This design comes from an exercise in tuning for small area and a short achievable clock period on the open sky130 flow, not from production work. Only the layout flow was run in this run; the RTL was not checked for function there. Power is estimated from default activity; no workload was simulated.

==> design.v <==
module mac_16bit(out_rounded,md,mr,clk,rst);
output reg [26:0] out_rounded;
input [15:0] md,mr;
input clk,rst;
reg [15:0] MD;
reg [7:0] ONE, TWO, NEG;         
reg [84:0] P;                  
reg [39:0] A;                    
reg [3:0] CB;                 
reg [8:0] k;       
reg clr;           
reg z1;            
reg r1, z2;        
wire zero = !rst | clr;
wire [16:0] mrx = {mr, 1'b0};
wire [7:0] one_n, two_n, neg_n;
genvar g;
generate for (g = 0; g < 8; g = g + 1) begin : enc
  assign one_n[g] = mrx[2*g+1] ^ mrx[2*g];
  assign two_n[g] = (mrx[2*g+2] & ~mrx[2*g+1] & ~mrx[2*g]) | (~mrx[2*g+2] & mrx[2*g+1] & mrx[2*g]);
  assign neg_n[g] = mrx[2*g+2] & ~(mrx[2*g+1] & mrx[2*g]);
end endgenerate
wire [16:0] pp0 = (({17{ONE[0]}} & {MD[15], MD}) | ({17{TWO[0]}} & {MD, 1'b0})) ^ {17{NEG[0]}};
wire ns0 = ~pp0[16];
wire [16:0] pp1 = (({17{ONE[1]}} & {MD[15], MD}) | ({17{TWO[1]}} & {MD, 1'b0})) ^ {17{NEG[1]}};
wire ns1 = ~pp1[16];
wire [16:0] pp2 = (({17{ONE[2]}} & {MD[15], MD}) | ({17{TWO[2]}} & {MD, 1'b0})) ^ {17{NEG[2]}};
wire ns2 = ~pp2[16];
wire [16:0] pp3 = (({17{ONE[3]}} & {MD[15], MD}) | ({17{TWO[3]}} & {MD, 1'b0})) ^ {17{NEG[3]}};
wire ns3 = ~pp3[16];
wire [16:0] pp4 = (({17{ONE[4]}} & {MD[15], MD}) | ({17{TWO[4]}} & {MD, 1'b0})) ^ {17{NEG[4]}};
wire ns4 = ~pp4[16];
wire [16:0] pp5 = (({17{ONE[5]}} & {MD[15], MD}) | ({17{TWO[5]}} & {MD, 1'b0})) ^ {17{NEG[5]}};
wire ns5 = ~pp5[16];
wire [16:0] pp6 = (({17{ONE[6]}} & {MD[15], MD}) | ({17{TWO[6]}} & {MD, 1'b0})) ^ {17{NEG[6]}};
wire ns6 = ~pp6[16];
wire [16:0] pp7 = (({17{ONE[7]}} & {MD[15], MD}) | ({17{TWO[7]}} & {MD, 1'b0})) ^ {17{NEG[7]}};
wire ns7 = ~pp7[16];
wire as1, ac2; assign {ac2, as1} = {1'b0, pp0[10]} + {1'b0, pp1[8]};
wire as3, ac4; assign {ac4, as3} = {1'b0, pp0[11]} + {1'b0, pp1[9]};
wire as5, ac6; assign {ac6, as5} = {1'b0, pp0[12]} + {1'b0, pp1[10]} + {1'b0, pp2[8]};
wire as7, ac8; assign {ac8, as7} = {1'b0, pp3[6]} + {1'b0, pp4[4]};
wire as9, ac10; assign {ac10, as9} = {1'b0, pp0[13]} + {1'b0, pp1[11]} + {1'b0, pp2[9]};
wire as11, ac12; assign {ac12, as11} = {1'b0, pp3[7]} + {1'b0, pp4[5]};
wire as13, ac14; assign {ac14, as13} = {1'b0, pp0[14]} + {1'b0, pp1[12]} + {1'b0, pp2[10]};
wire as15, ac16; assign {ac16, as15} = {1'b0, pp3[8]} + {1'b0, pp4[6]} + {1'b0, pp5[4]};
wire as17, ac18; assign {ac18, as17} = {1'b0, pp6[2]} + {1'b0, pp7[0]};
wire as19, ac20; assign {ac20, as19} = {1'b0, pp0[15]} + {1'b0, pp1[13]} + {1'b0, pp2[11]};
wire as21, ac22; assign {ac22, as21} = {1'b0, pp3[9]} + {1'b0, pp4[7]} + {1'b0, pp5[5]};
wire as23, ac24; assign {ac24, as23} = {1'b0, pp6[3]} + {1'b0, pp7[1]};
wire as25 = ~(ns0 ^ pp1[14]); wire ac26 = ns0 | pp1[14];
wire as27, ac28; assign {ac28, as27} = {1'b0, pp2[12]} + {1'b0, pp3[10]} + {1'b0, pp4[8]};
wire as29, ac30; assign {ac30, as29} = {1'b0, pp5[6]} + {1'b0, pp6[4]} + {1'b0, pp7[2]};
wire as31 = ~(pp1[15] ^ pp2[13]); wire ac32 = pp1[15] | pp2[13];
wire as33, ac34; assign {ac34, as33} = {1'b0, pp3[11]} + {1'b0, pp4[9]} + {1'b0, pp5[7]};
wire as35, ac36; assign {ac36, as35} = {1'b0, pp6[5]} + {1'b0, pp7[3]};
wire as37, ac38; assign {ac38, as37} = {1'b0, ns1} + {1'b0, pp2[14]} + {1'b0, pp3[12]};
wire as39, ac40; assign {ac40, as39} = {1'b0, pp4[10]} + {1'b0, pp5[8]} + {1'b0, pp6[6]};
wire as41 = ~(pp2[15] ^ pp3[13]); wire ac42 = pp2[15] | pp3[13];
wire as43, ac44; assign {ac44, as43} = {1'b0, pp4[11]} + {1'b0, pp5[9]};
wire as45, ac46; assign {ac46, as45} = {1'b0, ns2} + {1'b0, pp3[14]} + {1'b0, pp4[12]};
wire as47 = ~pp3[15];
wire as48, ac49; assign {ac49, as48} = {1'b0, pp0[6]} + {1'b0, pp1[4]};
wire as50, ac51; assign {ac51, as50} = {1'b0, pp0[7]} + {1'b0, pp1[5]};
wire as52, ac53; assign {ac53, as52} = {1'b0, pp0[8]} + {1'b0, pp1[6]} + {1'b0, pp2[4]};
wire as54, ac55; assign {ac55, as54} = {1'b0, pp3[2]} + {1'b0, pp4[0]};
wire as56, ac57; assign {ac57, as56} = {1'b0, pp0[9]} + {1'b0, pp1[7]} + {1'b0, pp2[5]};
wire as58, ac59; assign {ac59, as58} = {1'b0, pp3[3]} + {1'b0, pp4[1]};
wire as60, ac61; assign {ac61, as60} = {1'b0, as1} + {1'b0, pp2[6]} + {1'b0, pp3[4]};
wire as62, ac63; assign {ac63, as62} = {1'b0, pp4[2]} + {1'b0, pp5[0]} + {1'b0, NEG[5]};
wire as64, ac65; assign {ac65, as64} = {1'b0, as3} + {1'b0, pp2[7]} + {1'b0, pp3[5]};
wire as66, ac67; assign {ac67, as66} = {1'b0, pp4[3]} + {1'b0, pp5[1]} + {1'b0, ac2};
wire as68, ac69; assign {ac69, as68} = {1'b0, as5} + {1'b0, as7} + {1'b0, pp5[2]};
wire as70, ac71; assign {ac71, as70} = {1'b0, pp6[0]} + {1'b0, NEG[6]} + {1'b0, ac4};
wire as72, ac73; assign {ac73, as72} = {1'b0, as9} + {1'b0, as11} + {1'b0, pp5[3]};
wire as74, ac75; assign {ac75, as74} = {1'b0, pp6[1]} + {1'b0, ac6} + {1'b0, ac8};
wire as76, ac77; assign {ac77, as76} = {1'b0, as13} + {1'b0, as15} + {1'b0, as17};
wire as78, ac79; assign {ac79, as78} = {1'b0, NEG[7]} + {1'b0, ac10} + {1'b0, ac12};
wire as80, ac81; assign {ac81, as80} = {1'b0, as19} + {1'b0, as21} + {1'b0, as23};
wire as82, ac83; assign {ac83, as82} = {1'b0, ac14} + {1'b0, ac16} + {1'b0, ac18};
wire as84, ac85; assign {ac85, as84} = {1'b0, as25} + {1'b0, as27} + {1'b0, as29};
wire as86, ac87; assign {ac87, as86} = {1'b0, ac20} + {1'b0, ac22} + {1'b0, ac24};
wire as88, ac89; assign {ac89, as88} = {1'b0, as31} + {1'b0, as33} + {1'b0, as35};
wire as90, ac91; assign {ac91, as90} = {1'b0, ac26} + {1'b0, ac28} + {1'b0, ac30};
wire as92, ac93; assign {ac93, as92} = {1'b0, as37} + {1'b0, as39} + {1'b0, pp7[4]};
wire as94, ac95; assign {ac95, as94} = {1'b0, ac32} + {1'b0, ac34} + {1'b0, ac36};
wire as96, ac97; assign {ac97, as96} = {1'b0, as41} + {1'b0, as43} + {1'b0, pp6[7]};
wire as98, ac99; assign {ac99, as98} = {1'b0, pp7[5]} + {1'b0, ac38} + {1'b0, ac40};
wire as100, ac101; assign {ac101, as100} = {1'b0, as45} + {1'b0, pp5[10]} + {1'b0, pp6[8]};
wire as102, ac103; assign {ac103, as102} = {1'b0, pp7[6]} + {1'b0, ac42} + {1'b0, ac44};
wire as104, ac105; assign {ac105, as104} = {1'b0, as47} + {1'b0, pp4[13]} + {1'b0, pp5[11]};
wire as106, ac107; assign {ac107, as106} = {1'b0, pp6[9]} + {1'b0, pp7[7]} + {1'b0, ac46};
wire as108, ac109; assign {ac109, as108} = {1'b0, ns3} + {1'b0, pp4[14]} + {1'b0, pp5[12]};
wire as110, ac111; assign {ac111, as110} = {1'b0, pp6[10]} + {1'b0, pp7[8]} + {1'b0, pp3[15]};
wire as112 = ~(pp4[15] ^ pp5[13]); wire ac113 = pp4[15] | pp5[13];
wire as114, ac115; assign {ac115, as114} = {1'b0, pp6[11]} + {1'b0, pp7[9]};
wire as116, ac117; assign {ac117, as116} = {1'b0, ns4} + {1'b0, pp5[14]} + {1'b0, pp6[12]};
wire as118 = ~pp5[15];
wire as119, ac120; assign {ac120, as119} = {1'b0, pp0[4]} + {1'b0, pp1[2]};
wire as121, ac122; assign {ac122, as121} = {1'b0, pp0[5]} + {1'b0, pp1[3]};
wire as123, ac124; assign {ac124, as123} = {1'b0, as48} + {1'b0, pp2[2]} + {1'b0, pp3[0]};
wire as125, ac126; assign {ac126, as125} = {1'b0, as50} + {1'b0, pp2[3]} + {1'b0, pp3[1]};
wire as127, ac128; assign {ac128, as127} = {1'b0, as52} + {1'b0, as54} + {1'b0, NEG[4]};
wire as129, ac130; assign {ac130, as129} = {1'b0, as56} + {1'b0, as58} + {1'b0, ac53};
wire as131, ac132; assign {ac132, as131} = {1'b0, as60} + {1'b0, as62} + {1'b0, ac57};
wire as133, ac134; assign {ac134, as133} = {1'b0, as64} + {1'b0, as66} + {1'b0, ac61};
wire as135, ac136; assign {ac136, as135} = {1'b0, as68} + {1'b0, as70} + {1'b0, ac65};
wire as137, ac138; assign {ac138, as137} = {1'b0, as72} + {1'b0, as74} + {1'b0, ac69};
wire as139, ac140; assign {ac140, as139} = {1'b0, as76} + {1'b0, as78} + {1'b0, ac73};
wire as141, ac142; assign {ac142, as141} = {1'b0, as80} + {1'b0, as82} + {1'b0, ac77};
wire as143, ac144; assign {ac144, as143} = {1'b0, as84} + {1'b0, as86} + {1'b0, ac81};
wire as145, ac146; assign {ac146, as145} = {1'b0, as88} + {1'b0, as90} + {1'b0, ac85};
wire as147, ac148; assign {ac148, as147} = {1'b0, as92} + {1'b0, as94} + {1'b0, ac89};
wire as149, ac150; assign {ac150, as149} = {1'b0, as96} + {1'b0, as98} + {1'b0, ac93};
wire as151, ac152; assign {ac152, as151} = {1'b0, as100} + {1'b0, as102} + {1'b0, ac97};
wire as153, ac154; assign {ac154, as153} = {1'b0, as104} + {1'b0, as106} + {1'b0, ac101};
wire as155, ac156; assign {ac156, as155} = {1'b0, as108} + {1'b0, as110} + {1'b0, ac105};
wire as157, ac158; assign {ac158, as157} = {1'b0, as112} + {1'b0, as114} + {1'b0, ac109};
wire as159, ac160; assign {ac160, as159} = {1'b0, as116} + {1'b0, pp7[10]} + {1'b0, ac113};
wire as161, ac162; assign {ac162, as161} = {1'b0, as118} + {1'b0, pp6[13]} + {1'b0, pp7[11]};
wire as163, ac164; assign {ac164, as163} = {1'b0, ns5} + {1'b0, pp6[14]} + {1'b0, pp7[12]};
wire as165 = ~pp6[15];
wire [84:0] pnext;
assign pnext[0] = pp0[0];
assign pnext[1] = NEG[0];
assign pnext[2] = pp0[1];
assign pnext[3] = pp0[2];
assign pnext[4] = pp1[0];
assign pnext[5] = NEG[1];
assign pnext[6] = pp0[3];
assign pnext[7] = pp1[1];
assign pnext[8] = as119;
assign pnext[9] = pp2[0];
assign pnext[10] = NEG[2];
assign pnext[11] = as121;
assign pnext[12] = pp2[1];
assign pnext[13] = ac120;
assign pnext[14] = as123;
assign pnext[15] = NEG[3];
assign pnext[16] = ac122;
assign pnext[17] = as125;
assign pnext[18] = ac49;
assign pnext[19] = ac124;
assign pnext[20] = as127;
assign pnext[21] = ac51;
assign pnext[22] = ac126;
assign pnext[23] = as129;
assign pnext[24] = ac55;
assign pnext[25] = ac128;
assign pnext[26] = as131;
assign pnext[27] = ac59;
assign pnext[28] = ac130;
assign pnext[29] = as133;
assign pnext[30] = ac63;
assign pnext[31] = ac132;
assign pnext[32] = as135;
assign pnext[33] = ac67;
assign pnext[34] = ac134;
assign pnext[35] = as137;
assign pnext[36] = ac71;
assign pnext[37] = ac136;
assign pnext[38] = as139;
assign pnext[39] = ac75;
assign pnext[40] = ac138;
assign pnext[41] = as141;
assign pnext[42] = ac79;
assign pnext[43] = ac140;
assign pnext[44] = as143;
assign pnext[45] = ac83;
assign pnext[46] = ac142;
assign pnext[47] = as145;
assign pnext[48] = ac87;
assign pnext[49] = ac144;
assign pnext[50] = as147;
assign pnext[51] = ac91;
assign pnext[52] = ac146;
assign pnext[53] = as149;
assign pnext[54] = ac95;
assign pnext[55] = ac148;
assign pnext[56] = as151;
assign pnext[57] = ac99;
assign pnext[58] = ac150;
assign pnext[59] = as153;
assign pnext[60] = ac103;
assign pnext[61] = ac152;
assign pnext[62] = as155;
assign pnext[63] = ac107;
assign pnext[64] = ac154;
assign pnext[65] = as157;
assign pnext[66] = ac111;
assign pnext[67] = ac156;
assign pnext[68] = as159;
assign pnext[69] = ac115;
assign pnext[70] = ac158;
assign pnext[71] = as161;
assign pnext[72] = ac117;
assign pnext[73] = ac160;
assign pnext[74] = as163;
assign pnext[75] = pp5[15];
assign pnext[76] = ac162;
assign pnext[77] = as165;
assign pnext[78] = pp7[13];
assign pnext[79] = ac164;
assign pnext[80] = ns6;
assign pnext[81] = pp7[14];
assign pnext[82] = pp6[15];
assign pnext[83] = pp7[15];
assign pnext[84] = ns7;
wire bs166, bc167; assign {bc167, bs166} = {1'b0, P[3]} + {1'b0, P[4]};
wire bs168, bc169; assign {bc169, bs168} = {1'b0, P[6]} + {1'b0, P[7]};
wire [1:0] bt172 = {1'b0, ~P[8]} + {1'b0, ~P[9]} + {1'b0, ~P[10]}; wire bs170 = ~bt172[0]; wire bc171 = ~bt172[1];
wire [1:0] bt175 = {1'b0, ~P[11]} + {1'b0, ~P[12]} + {1'b0, ~P[13]}; wire bs173 = ~bt175[0]; wire bc174 = ~bt175[1];
wire [1:0] bt178 = {1'b0, ~P[14]} + {1'b0, ~P[15]} + {1'b0, ~P[16]}; wire bs176 = ~bt178[0]; wire bc177 = ~bt178[1];
wire [1:0] bt181 = {1'b0, ~P[17]} + {1'b0, ~P[18]} + {1'b0, ~P[19]}; wire bs179 = ~bt181[0]; wire bc180 = ~bt181[1];
wire [1:0] bt184 = {1'b0, ~P[20]} + {1'b0, ~P[21]} + {1'b0, ~P[22]}; wire bs182 = ~bt184[0]; wire bc183 = ~bt184[1];
wire [1:0] bt187 = {1'b0, ~P[23]} + {1'b0, ~P[24]} + {1'b0, ~P[25]}; wire bs185 = ~bt187[0]; wire bc186 = ~bt187[1];
wire [1:0] bt190 = {1'b0, ~P[26]} + {1'b0, ~P[27]} + {1'b0, ~P[28]}; wire bs188 = ~bt190[0]; wire bc189 = ~bt190[1];
wire [1:0] bt193 = {1'b0, ~P[29]} + {1'b0, ~P[30]} + {1'b0, ~P[31]}; wire bs191 = ~bt193[0]; wire bc192 = ~bt193[1];
wire [1:0] bt196 = {1'b0, ~P[32]} + {1'b0, ~P[33]} + {1'b0, ~P[34]}; wire bs194 = ~bt196[0]; wire bc195 = ~bt196[1];
wire [1:0] bt199 = {1'b0, ~P[35]} + {1'b0, ~P[36]} + {1'b0, ~P[37]}; wire bs197 = ~bt199[0]; wire bc198 = ~bt199[1];
wire [1:0] bt202 = {1'b0, ~P[38]} + {1'b0, ~P[39]} + {1'b0, ~P[40]}; wire bs200 = ~bt202[0]; wire bc201 = ~bt202[1];
wire [1:0] bt205 = {1'b0, ~P[41]} + {1'b0, ~P[42]} + {1'b0, ~P[43]}; wire bs203 = ~bt205[0]; wire bc204 = ~bt205[1];
wire [1:0] bt208 = {1'b0, ~P[44]} + {1'b0, ~P[45]} + {1'b0, ~P[46]}; wire bs206 = ~bt208[0]; wire bc207 = ~bt208[1];
wire [1:0] bt211 = {1'b0, ~P[47]} + {1'b0, ~P[48]} + {1'b0, ~P[49]}; wire bs209 = ~bt211[0]; wire bc210 = ~bt211[1];
wire [1:0] bt214 = {1'b0, ~P[50]} + {1'b0, ~P[51]} + {1'b0, ~P[52]}; wire bs212 = ~bt214[0]; wire bc213 = ~bt214[1];
wire [1:0] bt217 = {1'b0, ~P[53]} + {1'b0, ~P[54]} + {1'b0, ~P[55]}; wire bs215 = ~bt217[0]; wire bc216 = ~bt217[1];
wire [1:0] bt220 = {1'b0, ~P[56]} + {1'b0, ~P[57]} + {1'b0, ~P[58]}; wire bs218 = ~bt220[0]; wire bc219 = ~bt220[1];
wire [1:0] bt223 = {1'b0, ~P[59]} + {1'b0, ~P[60]} + {1'b0, ~P[61]}; wire bs221 = ~bt223[0]; wire bc222 = ~bt223[1];
wire [1:0] bt226 = {1'b0, ~P[62]} + {1'b0, ~P[63]} + {1'b0, ~P[64]}; wire bs224 = ~bt226[0]; wire bc225 = ~bt226[1];
wire [1:0] bt229 = {1'b0, ~P[65]} + {1'b0, ~P[66]} + {1'b0, ~P[67]}; wire bs227 = ~bt229[0]; wire bc228 = ~bt229[1];
wire [1:0] bt232 = {1'b0, ~P[68]} + {1'b0, ~P[69]} + {1'b0, ~P[70]}; wire bs230 = ~bt232[0]; wire bc231 = ~bt232[1];
wire [1:0] bt235 = {1'b0, ~P[71]} + {1'b0, ~P[72]} + {1'b0, ~P[73]}; wire bs233 = ~bt235[0]; wire bc234 = ~bt235[1];
wire [1:0] bt238 = {1'b0, ~P[74]} + {1'b0, ~P[75]} + {1'b0, ~P[76]}; wire bs236 = ~bt238[0]; wire bc237 = ~bt238[1];
wire [1:0] bt241 = {1'b0, ~P[77]} + {1'b0, ~P[78]} + {1'b0, ~P[79]}; wire bs239 = ~bt241[0]; wire bc240 = ~bt241[1];
wire [1:0] bt244 = {1'b0, ~P[80]} + {1'b0, ~P[81]} + {1'b0, ~P[82]}; wire bs242 = ~bt244[0]; wire bc243 = ~bt244[1];
wire bs245 = ~P[83];
wire bs246, bc247; assign {bc247, bs246} = {1'b0, P[0]} + {1'b0, P[1]};
wire bs248, bc249; assign {bc249, bs248} = {1'b0, P[2]} + {1'b0, A[1]};
wire [1:0] bt252 = {1'b0, ~bs166} + {1'b0, ~P[5]} + {1'b0, ~A[2]}; wire bs250 = ~bt252[0]; wire bc251 = ~bt252[1];
wire [1:0] bt255 = {1'b0, ~bs168} + {1'b0, ~A[3]} + {1'b0, ~bc167}; wire bs253 = ~bt255[0]; wire bc254 = ~bt255[1];
wire [1:0] bt258 = {1'b0, ~bs170} + {1'b0, ~A[4]} + {1'b0, ~bc169}; wire bs256 = ~bt258[0]; wire bc257 = ~bt258[1];
wire [1:0] bt261 = {1'b0, ~bs173} + {1'b0, ~A[5]} + {1'b0, ~bc171}; wire bs259 = ~bt261[0]; wire bc260 = ~bt261[1];
wire [1:0] bt264 = {1'b0, ~bs176} + {1'b0, ~A[6]} + {1'b0, ~bc174}; wire bs262 = ~bt264[0]; wire bc263 = ~bt264[1];
wire [1:0] bt267 = {1'b0, ~bs179} + {1'b0, ~A[7]} + {1'b0, ~bc177}; wire bs265 = ~bt267[0]; wire bc266 = ~bt267[1];
wire [1:0] bt270 = {1'b0, ~bs182} + {1'b0, ~A[8]} + {1'b0, ~bc180}; wire bs268 = ~bt270[0]; wire bc269 = ~bt270[1];
wire [1:0] bt273 = {1'b0, ~bs185} + {1'b0, ~A[9]} + {1'b0, ~bc183}; wire bs271 = ~bt273[0]; wire bc272 = ~bt273[1];
wire [1:0] bt276 = {1'b0, ~bs188} + {1'b0, ~A[10]} + {1'b0, ~bc186}; wire bs274 = ~bt276[0]; wire bc275 = ~bt276[1];
wire [1:0] bt279 = {1'b0, ~bs191} + {1'b0, ~A[11]} + {1'b0, ~bc189}; wire bs277 = ~bt279[0]; wire bc278 = ~bt279[1];
wire [1:0] bt282 = {1'b0, ~bs194} + {1'b0, ~A[12]} + {1'b0, ~bc192}; wire bs280 = ~bt282[0]; wire bc281 = ~bt282[1];
wire [1:0] bt285 = {1'b0, ~bs197} + {1'b0, ~A[13]} + {1'b0, ~bc195}; wire bs283 = ~bt285[0]; wire bc284 = ~bt285[1];
wire [1:0] bt288 = {1'b0, ~bs200} + {1'b0, ~A[14]} + {1'b0, ~bc198}; wire bs286 = ~bt288[0]; wire bc287 = ~bt288[1];
wire [1:0] bt291 = {1'b0, ~bs203} + {1'b0, ~A[15]} + {1'b0, ~bc201}; wire bs289 = ~bt291[0]; wire bc290 = ~bt291[1];
wire [1:0] bt294 = {1'b0, ~bs206} + {1'b0, ~A[16]} + {1'b0, ~bc204}; wire bs292 = ~bt294[0]; wire bc293 = ~bt294[1];
wire [1:0] bt297 = {1'b0, ~bs209} + {1'b0, ~A[17]} + {1'b0, ~bc207}; wire bs295 = ~bt297[0]; wire bc296 = ~bt297[1];
wire [1:0] bt300 = {1'b0, ~bs212} + {1'b0, ~A[18]} + {1'b0, ~bc210}; wire bs298 = ~bt300[0]; wire bc299 = ~bt300[1];
wire [1:0] bt303 = {1'b0, ~bs215} + {1'b0, ~A[19]} + {1'b0, ~bc213}; wire bs301 = ~bt303[0]; wire bc302 = ~bt303[1];
wire [1:0] bt306 = {1'b0, ~bs218} + {1'b0, ~A[20]} + {1'b0, ~bc216}; wire bs304 = ~bt306[0]; wire bc305 = ~bt306[1];
wire [1:0] bt309 = {1'b0, ~bs221} + {1'b0, ~A[21]} + {1'b0, ~bc219}; wire bs307 = ~bt309[0]; wire bc308 = ~bt309[1];
wire [1:0] bt312 = {1'b0, ~bs224} + {1'b0, ~A[22]} + {1'b0, ~bc222}; wire bs310 = ~bt312[0]; wire bc311 = ~bt312[1];
wire [1:0] bt315 = {1'b0, ~bs227} + {1'b0, ~A[23]} + {1'b0, ~bc225}; wire bs313 = ~bt315[0]; wire bc314 = ~bt315[1];
wire [1:0] bt318 = {1'b0, ~bs230} + {1'b0, ~A[24]} + {1'b0, ~bc228}; wire bs316 = ~bt318[0]; wire bc317 = ~bt318[1];
wire [1:0] bt321 = {1'b0, ~bs233} + {1'b0, ~A[25]} + {1'b0, ~bc231}; wire bs319 = ~bt321[0]; wire bc320 = ~bt321[1];
wire [1:0] bt324 = {1'b0, ~bs236} + {1'b0, ~A[26]} + {1'b0, ~bc234}; wire bs322 = ~bt324[0]; wire bc323 = ~bt324[1];
wire [1:0] bt327 = {1'b0, ~bs239} + {1'b0, ~A[27]} + {1'b0, ~bc237}; wire bs325 = ~bt327[0]; wire bc326 = ~bt327[1];
wire [1:0] bt330 = {1'b0, ~bs242} + {1'b0, ~A[28]} + {1'b0, ~bc240}; wire bs328 = ~bt330[0]; wire bc329 = ~bt330[1];
wire [1:0] bt333 = {1'b0, ~bs245} + {1'b0, ~A[29]} + {1'b0, ~bc243}; wire bs331 = ~bt333[0]; wire bc332 = ~bt333[1];
wire [1:0] bt336 = {1'b0, ~P[84]} + {1'b0, ~A[30]} + {1'b0, ~P[83]}; wire bs334 = ~bt336[0]; wire bc335 = ~bt336[1];
wire bs337 = ~A[31];
wire [7:0] yhi = 8'd0 + {7'd0, A[31]} - 8'd1;
wire k0_g338, k0_p346; assign {k0_g338, k0_p346} = {1'b0, bs246} + {1'b0, A[0]};
wire k0_g339, k0_p347; assign {k0_g339, k0_p347} = {1'b0, bs248} + {1'b0, bc247};
wire k0_g340, k0_p348; assign {k0_g340, k0_p348} = {1'b0, bs250} + {1'b0, bc249};
wire k0_g341, k0_p349; assign {k0_g341, k0_p349} = {1'b0, bs253} + {1'b0, bc251};
wire k0_g342, k0_p350; assign {k0_g342, k0_p350} = {1'b0, bs256} + {1'b0, bc254};
wire k0_g343, k0_p351; assign {k0_g343, k0_p351} = {1'b0, bs259} + {1'b0, bc257};
wire k0_g344, k0_p352; assign {k0_g344, k0_p352} = {1'b0, bs262} + {1'b0, bc260};
wire k0_g345, k0_p353; assign {k0_g345, k0_p353} = {1'b0, bs265} + {1'b0, bc263};
wire k0_G354 = k0_g339 | (k0_p347 & k0_g338);
wire k0_P355 = k0_p347 & k0_p346;
wire k0_G356 = k0_g340 | (k0_p348 & k0_g339);
wire k0_P357 = k0_p348 & k0_p347;
wire k0_G358 = k0_g341 | (k0_p349 & k0_g340);
wire k0_P359 = k0_p349 & k0_p348;
wire k0_G360 = k0_g342 | (k0_p350 & k0_g341);
wire k0_P361 = k0_p350 & k0_p349;
wire k0_G362 = k0_g343 | (k0_p351 & k0_g342);
wire k0_P363 = k0_p351 & k0_p350;
wire k0_G364 = k0_g344 | (k0_p352 & k0_g343);
wire k0_P365 = k0_p352 & k0_p351;
wire k0_G366 = k0_g345 | (k0_p353 & k0_g344);
wire k0_P367 = k0_p353 & k0_p352;
wire k0_G368 = k0_G356 | (k0_P357 & k0_g338);
wire k0_P369 = k0_P357 & k0_p346;
wire k0_G370 = k0_G358 | (k0_P359 & k0_G354);
wire k0_P371 = k0_P359 & k0_P355;
wire k0_G372 = k0_G360 | (k0_P361 & k0_G356);
wire k0_P373 = k0_P361 & k0_P357;
wire k0_G374 = k0_G362 | (k0_P363 & k0_G358);
wire k0_P375 = k0_P363 & k0_P359;
wire k0_G376 = k0_G364 | (k0_P365 & k0_G360);
wire k0_P377 = k0_P365 & k0_P361;
wire k0_G378 = k0_G366 | (k0_P367 & k0_G362);
wire k0_P379 = k0_P367 & k0_P363;
wire k0_G380 = k0_G372 | (k0_P373 & k0_g338);
wire k0_P381 = k0_P373 & k0_p346;
wire k0_G382 = k0_G374 | (k0_P375 & k0_G354);
wire k0_P383 = k0_P375 & k0_P355;
wire k0_G384 = k0_G376 | (k0_P377 & k0_G368);
wire k0_P385 = k0_P377 & k0_P369;
wire k0_G386 = k0_G378 | (k0_P379 & k0_G370);
wire k0_P387 = k0_P379 & k0_P371;
wire k0_s388 = k0_p346;
wire k0_s389 = k0_p347 ^ k0_g338;
wire k0_s390 = k0_p348 ^ k0_G354;
wire k0_s391 = k0_p349 ^ k0_G368;
wire k0_s392 = k0_p350 ^ k0_G370;
wire k0_s393 = k0_p351 ^ k0_G380;
wire k0_s394 = k0_p352 ^ k0_G382;
wire k0_s395 = k0_p353 ^ k0_G384;
wire k1_g396, k1_p404; assign {k1_g396, k1_p404} = {1'b0, bs268} + {1'b0, bc266};
wire k1_g397, k1_p405; assign {k1_g397, k1_p405} = {1'b0, bs271} + {1'b0, bc269};
wire k1_g398, k1_p406; assign {k1_g398, k1_p406} = {1'b0, bs274} + {1'b0, bc272};
wire k1_g399, k1_p407; assign {k1_g399, k1_p407} = {1'b0, bs277} + {1'b0, bc275};
wire k1_g400, k1_p408; assign {k1_g400, k1_p408} = {1'b0, bs280} + {1'b0, bc278};
wire k1_g401, k1_p409; assign {k1_g401, k1_p409} = {1'b0, bs283} + {1'b0, bc281};
wire k1_g402, k1_p410; assign {k1_g402, k1_p410} = {1'b0, bs286} + {1'b0, bc284};
wire k1_g403, k1_p411; assign {k1_g403, k1_p411} = {1'b0, bs289} + {1'b0, bc287};
wire k1_g412 = k1_g396 | (k1_p404 & CB[0]);
wire k1_G413 = k1_g397 | (k1_p405 & k1_g412);
wire k1_P414 = k1_p405 & k1_p404;
wire k1_G415 = k1_g398 | (k1_p406 & k1_g397);
wire k1_P416 = k1_p406 & k1_p405;
wire k1_G417 = k1_g399 | (k1_p407 & k1_g398);
wire k1_P418 = k1_p407 & k1_p406;
wire k1_G419 = k1_g400 | (k1_p408 & k1_g399);
wire k1_P420 = k1_p408 & k1_p407;
wire k1_G421 = k1_g401 | (k1_p409 & k1_g400);
wire k1_P422 = k1_p409 & k1_p408;
wire k1_G423 = k1_g402 | (k1_p410 & k1_g401);
wire k1_P424 = k1_p410 & k1_p409;
wire k1_G425 = k1_g403 | (k1_p411 & k1_g402);
wire k1_P426 = k1_p411 & k1_p410;
wire k1_G427 = k1_G415 | (k1_P416 & k1_g412);
wire k1_P428 = k1_P416 & k1_p404;
wire k1_G429 = k1_G417 | (k1_P418 & k1_G413);
wire k1_P430 = k1_P418 & k1_P414;
wire k1_G431 = k1_G419 | (k1_P420 & k1_G415);
wire k1_P432 = k1_P420 & k1_P416;
wire k1_G433 = k1_G421 | (k1_P422 & k1_G417);
wire k1_P434 = k1_P422 & k1_P418;
wire k1_G435 = k1_G423 | (k1_P424 & k1_G419);
wire k1_P436 = k1_P424 & k1_P420;
wire k1_G437 = k1_G425 | (k1_P426 & k1_G421);
wire k1_P438 = k1_P426 & k1_P422;
wire k1_G439 = k1_G431 | (k1_P432 & k1_g412);
wire k1_P440 = k1_P432 & k1_p404;
wire k1_G441 = k1_G433 | (k1_P434 & k1_G413);
wire k1_P442 = k1_P434 & k1_P414;
wire k1_G443 = k1_G435 | (k1_P436 & k1_G427);
wire k1_P444 = k1_P436 & k1_P428;
wire k1_G445 = k1_G437 | (k1_P438 & k1_G429);
wire k1_P446 = k1_P438 & k1_P430;
wire k1_s447 = k1_p404 ^ CB[0];
wire k1_s448 = k1_p405 ^ k1_g412;
wire k1_s449 = k1_p406 ^ k1_G413;
wire k1_s450 = k1_p407 ^ k1_G427;
wire k1_s451 = k1_p408 ^ k1_G429;
wire k1_s452 = k1_p409 ^ k1_G439;
wire k1_s453 = k1_p410 ^ k1_G441;
wire k1_s454 = k1_p411 ^ k1_G443;
wire k2_g455, k2_p463; assign {k2_g455, k2_p463} = {1'b0, bs292} + {1'b0, bc290};
wire k2_g456, k2_p464; assign {k2_g456, k2_p464} = {1'b0, bs295} + {1'b0, bc293};
wire k2_g457, k2_p465; assign {k2_g457, k2_p465} = {1'b0, bs298} + {1'b0, bc296};
wire k2_g458, k2_p466; assign {k2_g458, k2_p466} = {1'b0, bs301} + {1'b0, bc299};
wire k2_g459, k2_p467; assign {k2_g459, k2_p467} = {1'b0, bs304} + {1'b0, bc302};
wire k2_g460, k2_p468; assign {k2_g460, k2_p468} = {1'b0, bs307} + {1'b0, bc305};
wire k2_g461, k2_p469; assign {k2_g461, k2_p469} = {1'b0, bs310} + {1'b0, bc308};
wire k2_g462, k2_p470; assign {k2_g462, k2_p470} = {1'b0, bs313} + {1'b0, bc311};
wire k2_g471 = k2_g455 | (k2_p463 & CB[1]);
wire k2_G472 = k2_g456 | (k2_p464 & k2_g471);
wire k2_P473 = k2_p464 & k2_p463;
wire k2_G474 = k2_g457 | (k2_p465 & k2_g456);
wire k2_P475 = k2_p465 & k2_p464;
wire k2_G476 = k2_g458 | (k2_p466 & k2_g457);
wire k2_P477 = k2_p466 & k2_p465;
wire k2_G478 = k2_g459 | (k2_p467 & k2_g458);
wire k2_P479 = k2_p467 & k2_p466;
wire k2_G480 = k2_g460 | (k2_p468 & k2_g459);
wire k2_P481 = k2_p468 & k2_p467;
wire k2_G482 = k2_g461 | (k2_p469 & k2_g460);
wire k2_P483 = k2_p469 & k2_p468;
wire k2_G484 = k2_g462 | (k2_p470 & k2_g461);
wire k2_P485 = k2_p470 & k2_p469;
wire k2_G486 = k2_G474 | (k2_P475 & k2_g471);
wire k2_P487 = k2_P475 & k2_p463;
wire k2_G488 = k2_G476 | (k2_P477 & k2_G472);
wire k2_P489 = k2_P477 & k2_P473;
wire k2_G490 = k2_G478 | (k2_P479 & k2_G474);
wire k2_P491 = k2_P479 & k2_P475;
wire k2_G492 = k2_G480 | (k2_P481 & k2_G476);
wire k2_P493 = k2_P481 & k2_P477;
wire k2_G494 = k2_G482 | (k2_P483 & k2_G478);
wire k2_P495 = k2_P483 & k2_P479;
wire k2_G496 = k2_G484 | (k2_P485 & k2_G480);
wire k2_P497 = k2_P485 & k2_P481;
wire k2_G498 = k2_G490 | (k2_P491 & k2_g471);
wire k2_P499 = k2_P491 & k2_p463;
wire k2_G500 = k2_G492 | (k2_P493 & k2_G472);
wire k2_P501 = k2_P493 & k2_P473;
wire k2_G502 = k2_G494 | (k2_P495 & k2_G486);
wire k2_P503 = k2_P495 & k2_P487;
wire k2_G504 = k2_G496 | (k2_P497 & k2_G488);
wire k2_P505 = k2_P497 & k2_P489;
wire k2_s506 = k2_p463 ^ CB[1];
wire k2_s507 = k2_p464 ^ k2_g471;
wire k2_s508 = k2_p465 ^ k2_G472;
wire k2_s509 = k2_p466 ^ k2_G486;
wire k2_s510 = k2_p467 ^ k2_G488;
wire k2_s511 = k2_p468 ^ k2_G498;
wire k2_s512 = k2_p469 ^ k2_G500;
wire k2_s513 = k2_p470 ^ k2_G502;
wire k3_g514, k3_p522; assign {k3_g514, k3_p522} = {1'b0, bs316} + {1'b0, bc314};
wire k3_g515, k3_p523; assign {k3_g515, k3_p523} = {1'b0, bs319} + {1'b0, bc317};
wire k3_g516, k3_p524; assign {k3_g516, k3_p524} = {1'b0, bs322} + {1'b0, bc320};
wire k3_g517, k3_p525; assign {k3_g517, k3_p525} = {1'b0, bs325} + {1'b0, bc323};
wire k3_g518, k3_p526; assign {k3_g518, k3_p526} = {1'b0, bs328} + {1'b0, bc326};
wire k3_g519, k3_p527; assign {k3_g519, k3_p527} = {1'b0, bs331} + {1'b0, bc329};
wire k3_g520, k3_p528; assign {k3_g520, k3_p528} = {1'b0, bs334} + {1'b0, bc332};
wire k3_g521, k3_p529; assign {k3_g521, k3_p529} = {1'b0, bs337} + {1'b0, bc335};
wire k3_g530 = k3_g514 | (k3_p522 & CB[2]);
wire k3_G531 = k3_g515 | (k3_p523 & k3_g530);
wire k3_P532 = k3_p523 & k3_p522;
wire k3_G533 = k3_g516 | (k3_p524 & k3_g515);
wire k3_P534 = k3_p524 & k3_p523;
wire k3_G535 = k3_g517 | (k3_p525 & k3_g516);
wire k3_P536 = k3_p525 & k3_p524;
wire k3_G537 = k3_g518 | (k3_p526 & k3_g517);
wire k3_P538 = k3_p526 & k3_p525;
wire k3_G539 = k3_g519 | (k3_p527 & k3_g518);
wire k3_P540 = k3_p527 & k3_p526;
wire k3_G541 = k3_g520 | (k3_p528 & k3_g519);
wire k3_P542 = k3_p528 & k3_p527;
wire k3_G543 = k3_g521 | (k3_p529 & k3_g520);
wire k3_P544 = k3_p529 & k3_p528;
wire k3_G545 = k3_G533 | (k3_P534 & k3_g530);
wire k3_P546 = k3_P534 & k3_p522;
wire k3_G547 = k3_G535 | (k3_P536 & k3_G531);
wire k3_P548 = k3_P536 & k3_P532;
wire k3_G549 = k3_G537 | (k3_P538 & k3_G533);
wire k3_P550 = k3_P538 & k3_P534;
wire k3_G551 = k3_G539 | (k3_P540 & k3_G535);
wire k3_P552 = k3_P540 & k3_P536;
wire k3_G553 = k3_G541 | (k3_P542 & k3_G537);
wire k3_P554 = k3_P542 & k3_P538;
wire k3_G555 = k3_G543 | (k3_P544 & k3_G539);
wire k3_P556 = k3_P544 & k3_P540;
wire k3_G557 = k3_G549 | (k3_P550 & k3_g530);
wire k3_P558 = k3_P550 & k3_p522;
wire k3_G559 = k3_G551 | (k3_P552 & k3_G531);
wire k3_P560 = k3_P552 & k3_P532;
wire k3_G561 = k3_G553 | (k3_P554 & k3_G545);
wire k3_P562 = k3_P554 & k3_P546;
wire k3_G563 = k3_G555 | (k3_P556 & k3_G547);
wire k3_P564 = k3_P556 & k3_P548;
wire k3_s565 = k3_p522 ^ CB[2];
wire k3_s566 = k3_p523 ^ k3_g530;
wire k3_s567 = k3_p524 ^ k3_G531;
wire k3_s568 = k3_p525 ^ k3_G545;
wire k3_s569 = k3_p526 ^ k3_G547;
wire k3_s570 = k3_p527 ^ k3_G557;
wire k3_s571 = k3_p528 ^ k3_G559;
wire k3_s572 = k3_p529 ^ k3_G561;
wire k4_g573, k4_p581; assign {k4_g573, k4_p581} = {1'b0, A[32]} + {1'b0, yhi[0]};
wire k4_g574, k4_p582; assign {k4_g574, k4_p582} = {1'b0, A[33]} + {1'b0, yhi[1]};
wire k4_g575, k4_p583; assign {k4_g575, k4_p583} = {1'b0, A[34]} + {1'b0, yhi[2]};
wire k4_g576, k4_p584; assign {k4_g576, k4_p584} = {1'b0, A[35]} + {1'b0, yhi[3]};
wire k4_g577, k4_p585; assign {k4_g577, k4_p585} = {1'b0, A[36]} + {1'b0, yhi[4]};
wire k4_g578, k4_p586; assign {k4_g578, k4_p586} = {1'b0, A[37]} + {1'b0, yhi[5]};
wire k4_g579, k4_p587; assign {k4_g579, k4_p587} = {1'b0, A[38]} + {1'b0, yhi[6]};
wire k4_g580, k4_p588; assign {k4_g580, k4_p588} = {1'b0, A[39]} + {1'b0, yhi[7]};
wire k4_g589 = k4_g573 | (k4_p581 & CB[3]);
wire k4_G590 = k4_g574 | (k4_p582 & k4_g589);
wire k4_P591 = k4_p582 & k4_p581;
wire k4_G592 = k4_g575 | (k4_p583 & k4_g574);
wire k4_P593 = k4_p583 & k4_p582;
wire k4_G594 = k4_g576 | (k4_p584 & k4_g575);
wire k4_P595 = k4_p584 & k4_p583;
wire k4_G596 = k4_g577 | (k4_p585 & k4_g576);
wire k4_P597 = k4_p585 & k4_p584;
wire k4_G598 = k4_g578 | (k4_p586 & k4_g577);
wire k4_P599 = k4_p586 & k4_p585;
wire k4_G600 = k4_g579 | (k4_p587 & k4_g578);
wire k4_P601 = k4_p587 & k4_p586;
wire k4_G602 = k4_g580 | (k4_p588 & k4_g579);
wire k4_P603 = k4_p588 & k4_p587;
wire k4_G604 = k4_G592 | (k4_P593 & k4_g589);
wire k4_P605 = k4_P593 & k4_p581;
wire k4_G606 = k4_G594 | (k4_P595 & k4_G590);
wire k4_P607 = k4_P595 & k4_P591;
wire k4_G608 = k4_G596 | (k4_P597 & k4_G592);
wire k4_P609 = k4_P597 & k4_P593;
wire k4_G610 = k4_G598 | (k4_P599 & k4_G594);
wire k4_P611 = k4_P599 & k4_P595;
wire k4_G612 = k4_G600 | (k4_P601 & k4_G596);
wire k4_P613 = k4_P601 & k4_P597;
wire k4_G614 = k4_G602 | (k4_P603 & k4_G598);
wire k4_P615 = k4_P603 & k4_P599;
wire k4_G616 = k4_G608 | (k4_P609 & k4_g589);
wire k4_P617 = k4_P609 & k4_p581;
wire k4_G618 = k4_G610 | (k4_P611 & k4_G590);
wire k4_P619 = k4_P611 & k4_P591;
wire k4_G620 = k4_G612 | (k4_P613 & k4_G604);
wire k4_P621 = k4_P613 & k4_P605;
wire k4_G622 = k4_G614 | (k4_P615 & k4_G606);
wire k4_P623 = k4_P615 & k4_P607;
wire k4_s624 = k4_p581 ^ CB[3];
wire k4_s625 = k4_p582 ^ k4_g589;
wire k4_s626 = k4_p583 ^ k4_G590;
wire k4_s627 = k4_p584 ^ k4_G604;
wire k4_s628 = k4_p585 ^ k4_G606;
wire k4_s629 = k4_p586 ^ k4_G616;
wire k4_s630 = k4_p587 ^ k4_G618;
wire k4_s631 = k4_p588 ^ k4_G620;
wire [39:0] sum = {k4_s631, k4_s630, k4_s629, k4_s628, k4_s627, k4_s626, k4_s625, k4_s624, k3_s572, k3_s571, k3_s570, k3_s569, k3_s568, k3_s567, k3_s566, k3_s565, k2_s513, k2_s512, k2_s511, k2_s510, k2_s509, k2_s508, k2_s507, k2_s506, k1_s454, k1_s453, k1_s452, k1_s451, k1_s450, k1_s449, k1_s448, k1_s447, k0_s395, k0_s394, k0_s393, k0_s392, k0_s391, k0_s390, k0_s389, k0_s388};
wire [3:0] cbnext = {k3_G563, k2_G504, k1_G445, k0_G386};
wire [13:0] L = {1'b0, A[12:0]} + {5'd0, CB[0], 8'd0};
wire c13 = L[13];
wire up = L[12] & ((A[13] ^ c13) | (|L[11:0]));
wire rg632, rp659; assign {rg632, rp659} = {1'b0, A[13]} + {1'b0, c13};
wire rg633 = 1'b0; wire rp660 = A[14];
wire rg634 = 1'b0; wire rp661 = A[15];
wire rg635, rp662; assign {rg635, rp662} = {1'b0, A[16]} + {1'b0, CB[1]};
wire rg636 = 1'b0; wire rp663 = A[17];
wire rg637 = 1'b0; wire rp664 = A[18];
wire rg638 = 1'b0; wire rp665 = A[19];
wire rg639 = 1'b0; wire rp666 = A[20];
wire rg640 = 1'b0; wire rp667 = A[21];
wire rg641 = 1'b0; wire rp668 = A[22];
wire rg642 = 1'b0; wire rp669 = A[23];
wire rg643, rp670; assign {rg643, rp670} = {1'b0, A[24]} + {1'b0, CB[2]};
wire rg644 = 1'b0; wire rp671 = A[25];
wire rg645 = 1'b0; wire rp672 = A[26];
wire rg646 = 1'b0; wire rp673 = A[27];
wire rg647 = 1'b0; wire rp674 = A[28];
wire rg648 = 1'b0; wire rp675 = A[29];
wire rg649 = 1'b0; wire rp676 = A[30];
wire rg650 = 1'b0; wire rp677 = A[31];
wire rg651, rp678; assign {rg651, rp678} = {1'b0, A[32]} + {1'b0, CB[3]};
wire rg652 = 1'b0; wire rp679 = A[33];
wire rg653 = 1'b0; wire rp680 = A[34];
wire rg654 = 1'b0; wire rp681 = A[35];
wire rg655 = 1'b0; wire rp682 = A[36];
wire rg656 = 1'b0; wire rp683 = A[37];
wire rg657 = 1'b0; wire rp684 = A[38];
wire rg658 = 1'b0; wire rp685 = A[39];
wire rG686 = rg633 | (rp660 & rg632);
wire rP687 = rp660 & rp659;
wire rG688 = rg635 | (rp662 & rg634);
wire rP689 = rp662 & rp661;
wire rG690 = rg637 | (rp664 & rg636);
wire rP691 = rp664 & rp663;
wire rG692 = rg639 | (rp666 & rg638);
wire rP693 = rp666 & rp665;
wire rG694 = rg641 | (rp668 & rg640);
wire rP695 = rp668 & rp667;
wire rG696 = rg643 | (rp670 & rg642);
wire rP697 = rp670 & rp669;
wire rG698 = rg645 | (rp672 & rg644);
wire rP699 = rp672 & rp671;
wire rG700 = rg647 | (rp674 & rg646);
wire rP701 = rp674 & rp673;
wire rG702 = rg649 | (rp676 & rg648);
wire rP703 = rp676 & rp675;
wire rG704 = rg651 | (rp678 & rg650);
wire rP705 = rp678 & rp677;
wire rG706 = rg653 | (rp680 & rg652);
wire rP707 = rp680 & rp679;
wire rG708 = rg655 | (rp682 & rg654);
wire rP709 = rp682 & rp681;
wire rG710 = rg657 | (rp684 & rg656);
wire rP711 = rp684 & rp683;
wire rG712 = rg634 | (rp661 & rG686);
wire rP713 = rp661 & rP687;
wire rG714 = rG688 | (rP689 & rG686);
wire rP715 = rP689 & rP687;
wire rG716 = rg638 | (rp665 & rG690);
wire rP717 = rp665 & rP691;
wire rG718 = rG692 | (rP693 & rG690);
wire rP719 = rP693 & rP691;
wire rG720 = rg642 | (rp669 & rG694);
wire rP721 = rp669 & rP695;
wire rG722 = rG696 | (rP697 & rG694);
wire rP723 = rP697 & rP695;
wire rG724 = rg646 | (rp673 & rG698);
wire rP725 = rp673 & rP699;
wire rG726 = rG700 | (rP701 & rG698);
wire rP727 = rP701 & rP699;
wire rG728 = rg650 | (rp677 & rG702);
wire rP729 = rp677 & rP703;
wire rG730 = rG704 | (rP705 & rG702);
wire rP731 = rP705 & rP703;
wire rG732 = rg654 | (rp681 & rG706);
wire rP733 = rp681 & rP707;
wire rG734 = rG708 | (rP709 & rG706);
wire rP735 = rP709 & rP707;
wire rG736 = rg658 | (rp685 & rG710);
wire rP737 = rp685 & rP711;
wire rG738 = rg636 | (rp663 & rG714);
wire rP739 = rp663 & rP715;
wire rG740 = rG690 | (rP691 & rG714);
wire rP741 = rP691 & rP715;
wire rG742 = rG716 | (rP717 & rG714);
wire rP743 = rP717 & rP715;
wire rG744 = rG718 | (rP719 & rG714);
wire rP745 = rP719 & rP715;
wire rG746 = rg644 | (rp671 & rG722);
wire rP747 = rp671 & rP723;
wire rG748 = rG698 | (rP699 & rG722);
wire rP749 = rP699 & rP723;
wire rG750 = rG724 | (rP725 & rG722);
wire rP751 = rP725 & rP723;
wire rG752 = rG726 | (rP727 & rG722);
wire rP753 = rP727 & rP723;
wire rG754 = rg652 | (rp679 & rG730);
wire rP755 = rp679 & rP731;
wire rG756 = rG706 | (rP707 & rG730);
wire rP757 = rP707 & rP731;
wire rG758 = rG732 | (rP733 & rG730);
wire rP759 = rP733 & rP731;
wire rG760 = rG734 | (rP735 & rG730);
wire rP761 = rP735 & rP731;
wire rG762 = rg640 | (rp667 & rG744);
wire rP763 = rp667 & rP745;
wire rG764 = rG694 | (rP695 & rG744);
wire rP765 = rP695 & rP745;
wire rG766 = rG720 | (rP721 & rG744);
wire rP767 = rP721 & rP745;
wire rG768 = rG722 | (rP723 & rG744);
wire rP769 = rP723 & rP745;
wire rG770 = rG746 | (rP747 & rG744);
wire rP771 = rP747 & rP745;
wire rG772 = rG748 | (rP749 & rG744);
wire rP773 = rP749 & rP745;
wire rG774 = rG750 | (rP751 & rG744);
wire rP775 = rP751 & rP745;
wire rG776 = rG752 | (rP753 & rG744);
wire rP777 = rP753 & rP745;
wire rG778 = rg656 | (rp683 & rG760);
wire rP779 = rp683 & rP761;
wire rG780 = rG710 | (rP711 & rG760);
wire rP781 = rP711 & rP761;
wire rG782 = rG736 | (rP737 & rG760);
wire rP783 = rP737 & rP761;
wire rG784 = rg648 | (rp675 & rG776);
wire rP785 = rp675 & rP777;
wire rG786 = rG702 | (rP703 & rG776);
wire rP787 = rP703 & rP777;
wire rG788 = rG728 | (rP729 & rG776);
wire rP789 = rP729 & rP777;
wire rG790 = rG730 | (rP731 & rG776);
wire rP791 = rP731 & rP777;
wire rG792 = rG754 | (rP755 & rG776);
wire rP793 = rP755 & rP777;
wire rG794 = rG756 | (rP757 & rG776);
wire rP795 = rP757 & rP777;
wire rG796 = rG758 | (rP759 & rG776);
wire rP797 = rP759 & rP777;
wire rG798 = rG760 | (rP761 & rG776);
wire rP799 = rP761 & rP777;
wire rG800 = rG778 | (rP779 & rG776);
wire rP801 = rP779 & rP777;
wire rG802 = rG780 | (rP781 & rG776);
wire rP803 = rP781 & rP777;
wire rG804 = rG782 | (rP783 & rG776);
wire rP805 = rP783 & rP777;
wire rs806 = rp659 ^ up;
wire rc807 = rg632 | (rp659 & up);
wire rs808 = rp660 ^ rc807;
wire rc809 = rG686 | (rP687 & up);
wire rs810 = rp661 ^ rc809;
wire rc811 = rG712 | (rP713 & up);
wire rs812 = rp662 ^ rc811;
wire rc813 = rG714 | (rP715 & up);
wire rs814 = rp663 ^ rc813;
wire rc815 = rG738 | (rP739 & up);
wire rs816 = rp664 ^ rc815;
wire rc817 = rG740 | (rP741 & up);
wire rs818 = rp665 ^ rc817;
wire rc819 = rG742 | (rP743 & up);
wire rs820 = rp666 ^ rc819;
wire rc821 = rG744 | (rP745 & up);
wire rs822 = rp667 ^ rc821;
wire rc823 = rG762 | (rP763 & up);
wire rs824 = rp668 ^ rc823;
wire rc825 = rG764 | (rP765 & up);
wire rs826 = rp669 ^ rc825;
wire rc827 = rG766 | (rP767 & up);
wire rs828 = rp670 ^ rc827;
wire rc829 = rG768 | (rP769 & up);
wire rs830 = rp671 ^ rc829;
wire rc831 = rG770 | (rP771 & up);
wire rs832 = rp672 ^ rc831;
wire rc833 = rG772 | (rP773 & up);
wire rs834 = rp673 ^ rc833;
wire rc835 = rG774 | (rP775 & up);
wire rs836 = rp674 ^ rc835;
wire rc837 = rG776 | (rP777 & up);
wire rs838 = rp675 ^ rc837;
wire rc839 = rG784 | (rP785 & up);
wire rs840 = rp676 ^ rc839;
wire rc841 = rG786 | (rP787 & up);
wire rs842 = rp677 ^ rc841;
wire rc843 = rG788 | (rP789 & up);
wire rs844 = rp678 ^ rc843;
wire rc845 = rG790 | (rP791 & up);
wire rs846 = rp679 ^ rc845;
wire rc847 = rG792 | (rP793 & up);
wire rs848 = rp680 ^ rc847;
wire rc849 = rG794 | (rP795 & up);
wire rs850 = rp681 ^ rc849;
wire rc851 = rG796 | (rP797 & up);
wire rs852 = rp682 ^ rc851;
wire rc853 = rG798 | (rP799 & up);
wire rs854 = rp683 ^ rc853;
wire rc855 = rG800 | (rP801 & up);
wire rs856 = rp684 ^ rc855;
wire rc857 = rG802 | (rP803 & up);
wire rs858 = rp685 ^ rc857;
wire [26:0] rnd = {rs858, rs856, rs854, rs852, rs850, rs848, rs846, rs844, rs842, rs840, rs838, rs836, rs834, rs832, rs830, rs828, rs826, rs824, rs822, rs820, rs818, rs816, rs814, rs812, rs810, rs808, rs806};
always @(posedge clk) begin
  MD <= md;
  ONE <= one_n;
  TWO <= two_n;
  NEG <= neg_n;
  P <= pnext;
  z1 <= zero;
  r1 <= !rst;
  z2 <= r1;
  if (z1 | z2) A <= 40'd0;
  else A <= sum;
  if (z1 | z2) CB <= 4'd0;
  else CB <= cbnext;
  out_rounded <= (zero | z1) ? 27'd0 : rnd;
  if (zero) k <= {8'd0, clr};
  else k <= k + 9'd1;
  clr <= rst & !clr & (k == 9'd258);
end
endmodule
==> run.sh <==
#!/bin/bash
# synth_recipe.tcl (not shown) runs the flow's synth.tcl, then flattens the netlist and writes it again
# the make line also repeats each setting of config.mk as NAME=value (left out here)
make -C /OpenROAD-flow-scripts/flow DESIGN_CONFIG=/design/flow/config.mk WORK_HOME=/design/flow/orfs CLKGATE_MAP_FILE= SYNTH_SCRIPT=/design/flow/synth_recipe.tcl finish
==> config.mk <==
export PLATFORM = sky130hd
export DESIGN_NAME = mac_16bit
export DESIGN_NICKNAME = mac_16bit
export VERILOG_FILES = /design/flow/design.v
export SDC_FILE = /design/flow/constraint.sdc
export NUM_CORES = 4
export LEC_CHECK = 0
export CAP_MARGIN = 20
export CORE_MARGIN = 2
export CORE_UTILIZATION = 40
export SETUP_SLACK_MARGIN = 4.3
export SLEW_MARGIN = 20
==> constraint.sdc <==
create_clock -name core_clock -period 6.9 [get_ports {clk}]
set_input_delay 1.3800 -clock core_clock [delete_from_list [all_inputs] [get_ports {clk}]]
set_output_delay 1.3800 -clock core_clock [all_outputs]
set_load 0.01 [all_outputs]
==> results.yml <==
drt:
  drtIter0Drc: 573
  ant_nets: 0
  first_pass_iters: 6
  route.detailed.drc: 0
  vias_per_cell: 5.15
  routed_wirelength_um: 27400
  vias: 8545
  routedWlPerCell_um: 16.5
global_route:
  grt_max_degree: 31
  grt-ovfl-total: 0
  grt.total_usage_pct: 16.9
  antenna_found_initial: 0
  grt_pass1_vias: 8613
  grt_pass1_wl_um: 45200
place:
  port_buffers: 60
  dp_hpwl_um: 19300
  placed_area_um2: 13500
  dp_cells: 1587
  routabilityCongestion: 0.856
floorplan:
  chipHeight_um: 182
  fp.coreArea_um2: 31300
  initial_core_util_pct: 40.3
  rows: 65
  dieArea_um2: 33000
  ios: 61
  die_w_um: 182
clocking:
  clock_sinks: 209
  cts_buffers: 24
  clk_latency_ps: 530
  clkSlewWorstSetupHoldPaths_ps: 60
  cts-root-buf: "clkbuf_16"
  cts_tree: "yes"
  ctsHtreeMaxLevel: 1
  clock_path_buffers: 3
sta:
  worst_pin_slew_ps: 1020
  rsz0062_at_grt: "true"
  final-max-slew-violation-count: 0
  setup_tns_ps: 0
  fin_skew_ps: 20.4
  fmax_mhz: 341
  finalHoldViolCount: 0
  fin_crit_ps: 2930
  setup_viol: 0
  max-slew-margin-rel_pct: 31.6
  min_period_over_period_pct: 42.5
finish:
  nNetsFinal: 1469
  multi_input_area_um2: 8050
  utilization_pct: 47.7
  diodes: 0
  fill_cells: 2849
  layout_commonest_cell: "dfxtp_1"
  seq_area_um2: 4320
  design_area_um2: 14900
  final_cell_count_no_fill: 1658
  drive_above_1_share_pct: 15.6
  final_cell_mix: "dfxtp_1 (167), fa_1 (114), a22oi_1 (112)"
  area_growth_pct: 18.4
synthesis:
  synthDistinctLibCells: 49
  ys_seq_area_share_pct: 33.2
  yosys_warnings: 1
  synth-seq-cells: 209
  synthTopCellsByArea: "dfxtp_1 (33%), fa_1 (20%), ha_1 (7.2%)"
  synth-edff-count: 0
  synth_top_area_share_pct: 33.2
  syn_area_um2: 12600
  synthFlopType: "dfxtp_1"
  synthCells: 1210
  synth_top_area_cell: "dfxtp_1"
  async_reset_ff_share_pct: 0
  synthesis.nets: 1441
  synth.avg_cell_area_um2: 10.4
worst_hold_path:
  hp-class: "flip-flop to flip-flop"
worst_setup_path:
  worstSetupStartpointType: "flip-flop"
  arrival_ps: 3370
  crit_buf_inv: 2
  required_ps: 7340
  slowest_stage: "fa_1"
  cp_top_family: "adder cells"
  path_class: "flip-flop to flip-flop"
  critPathCaptureType: "flip-flop"
  crit_chain: "fa_1 -> fa_1 -> inv_1 -> fa_2 -> inv_2 -> fa_2 -> a21o_1 -> a21oi_2 -> nor2b_2 -> o21a_1 -> o21ai_2 -> nor3b_2"
  cp_max_fo: 2
  critPathMaxStageDelay_ps: 560
outcome:
  status: "no timing/DRC/antenna violations"
power_and_ir_drop:
  peakVddDrop_uv: 252
  p_leak_nw: 6.13
  p_per_area_nw_per_um2: 488
flow_run:
  max_cap_violations: 0
## per-layer routing
metal	part of all wire, %	track usage [%]	vias up
met3	4.9	2.43	46
met4	2.2	4.03	0
li1	-	-	4135
met2	44	27.1	228
met1	49	24.0	4136
met5	0	0	-
## cells by family (layout without fill, tap and decap cells)
kind of cell               after synthesis  after routing  synth area share, %
muxes                                   14             14                 1.16
xor gates and xnor gates               162            162                 11.2
and+or+nand+nor                        210            210                 8.63
DFF                                    209            209                 33.2
AOI/OAI and AO/OA                      238            238                 13.4
buffers and inverters                  180            226                 5.52
adders and majority gates              197            197                 26.9
## through the flow
stage	total power, mW	hold slack (ps)	setup slack [ps]
2_1_floorplan	4.57	310	4130
3_3_place_gp	5.22	312	3540
3_5_place_dp	5.31	318	3480
4_1_cts	7.08	328	3940
5_1_grt	8.01	339	3800
6_report	7.29	328	3970
## what timing repair did
action,in CTS,in global routing
buffers inserted,14,13
hold buffers,0,0
pin swaps,21,24
endpoints found under the setup margin,84,44
gates cloned,0,0
resized for setup,113,63
## cells in the mapped netlist, drive strengths merged, types with 8 or more instances
master,instances
a21boi,8
a21o,8
a21oi,26
a22oi,120
and2,8
buf,8
clkbuf,83
dfxtp,209
fa,124
ha,73
inv,89
mux2i,12
nand2,36
nand2b,10
nand3,11
nor2,50
nor2b,17
nor3,28
nor3b,8
o21a,10
o21ai,41
or3,14
xnor2,102
xor2,60
## worst register-to-register path, cell delays in order (launching register included)
cell     delay (ps)
dfxtp_2         320
fa_1            560
fa_1            410
inv_1            80
fa_2            220
inv_2            40
fa_2            330
a21o_1          190
a21oi_2         160
nor2b_2          60
o21a_1          190
o21ai_2         130
nor3b_2         160
## power by group
group / switching (mW) / internal, mW
sequential: 0.279 / 1.52
clock: 0.520 / 0.892
combinational: 2.00 / 2.08
total: 2.80 / 4.49
## final timing paths
path / startpoint / endpoint / slack [ps] / depth (start not counted)
hold reg to reg: r1$_DFF_P_ / z2$_DFF_P_ / 330 / 0
hold / removal: r1$_DFF_P_ / z2$_DFF_P_ / 330 / 0
setup / recovery: P[44]$_DFF_P_ / A[22]$_SDFF_PP0_ / 3970 / 12
setup reg to reg: P[44]$_DFF_P_ / A[22]$_SDFF_PP0_ / 3970 / 12
## layout make-up
class,instances,area share [%]
timing repair buffer,93,5.60
multi-input combinational,821,53.9
clock buffer,29,4.56
inverter,89,2.24
sequential,209,28.9
clock inverter,15,1.45
tap,402,3.37
## registers in the layout, summed over array words and instances (netlist names)
signal	count
clr	1
NEG	8
A	40
r1	1
z2	1
z1	1
k	9
P	85
out_rounded	27
TWO	8
CB	4
MD	16
ONE	8

-- what the ideal ports hide --
No port has a modelled driver above. Below, the same layout with a new extraction and two added sets of constraints.
Step 1 assumes that a clkbuf_16 drives the clock port and a buf_2 every other input.
Step 2, shift: input delay + t, output delay - t, t = (earliest + latest rising clock arrival at the registers) / 2. This alone moves slack from input paths to output paths.
Three values: ideal, step 1, step 2; two values: the first two.
shift t [ns]: 0.567
setup WS [ns]: 3.966 / 3.966 / 3.919
worst register clock-pin slew, ns: 0.07 / 0.07
After both steps this run still meets setup and hold. For this run, drivers alone change the setup slack by 0.000 ns; drivers and shift together by -0.047 ns.
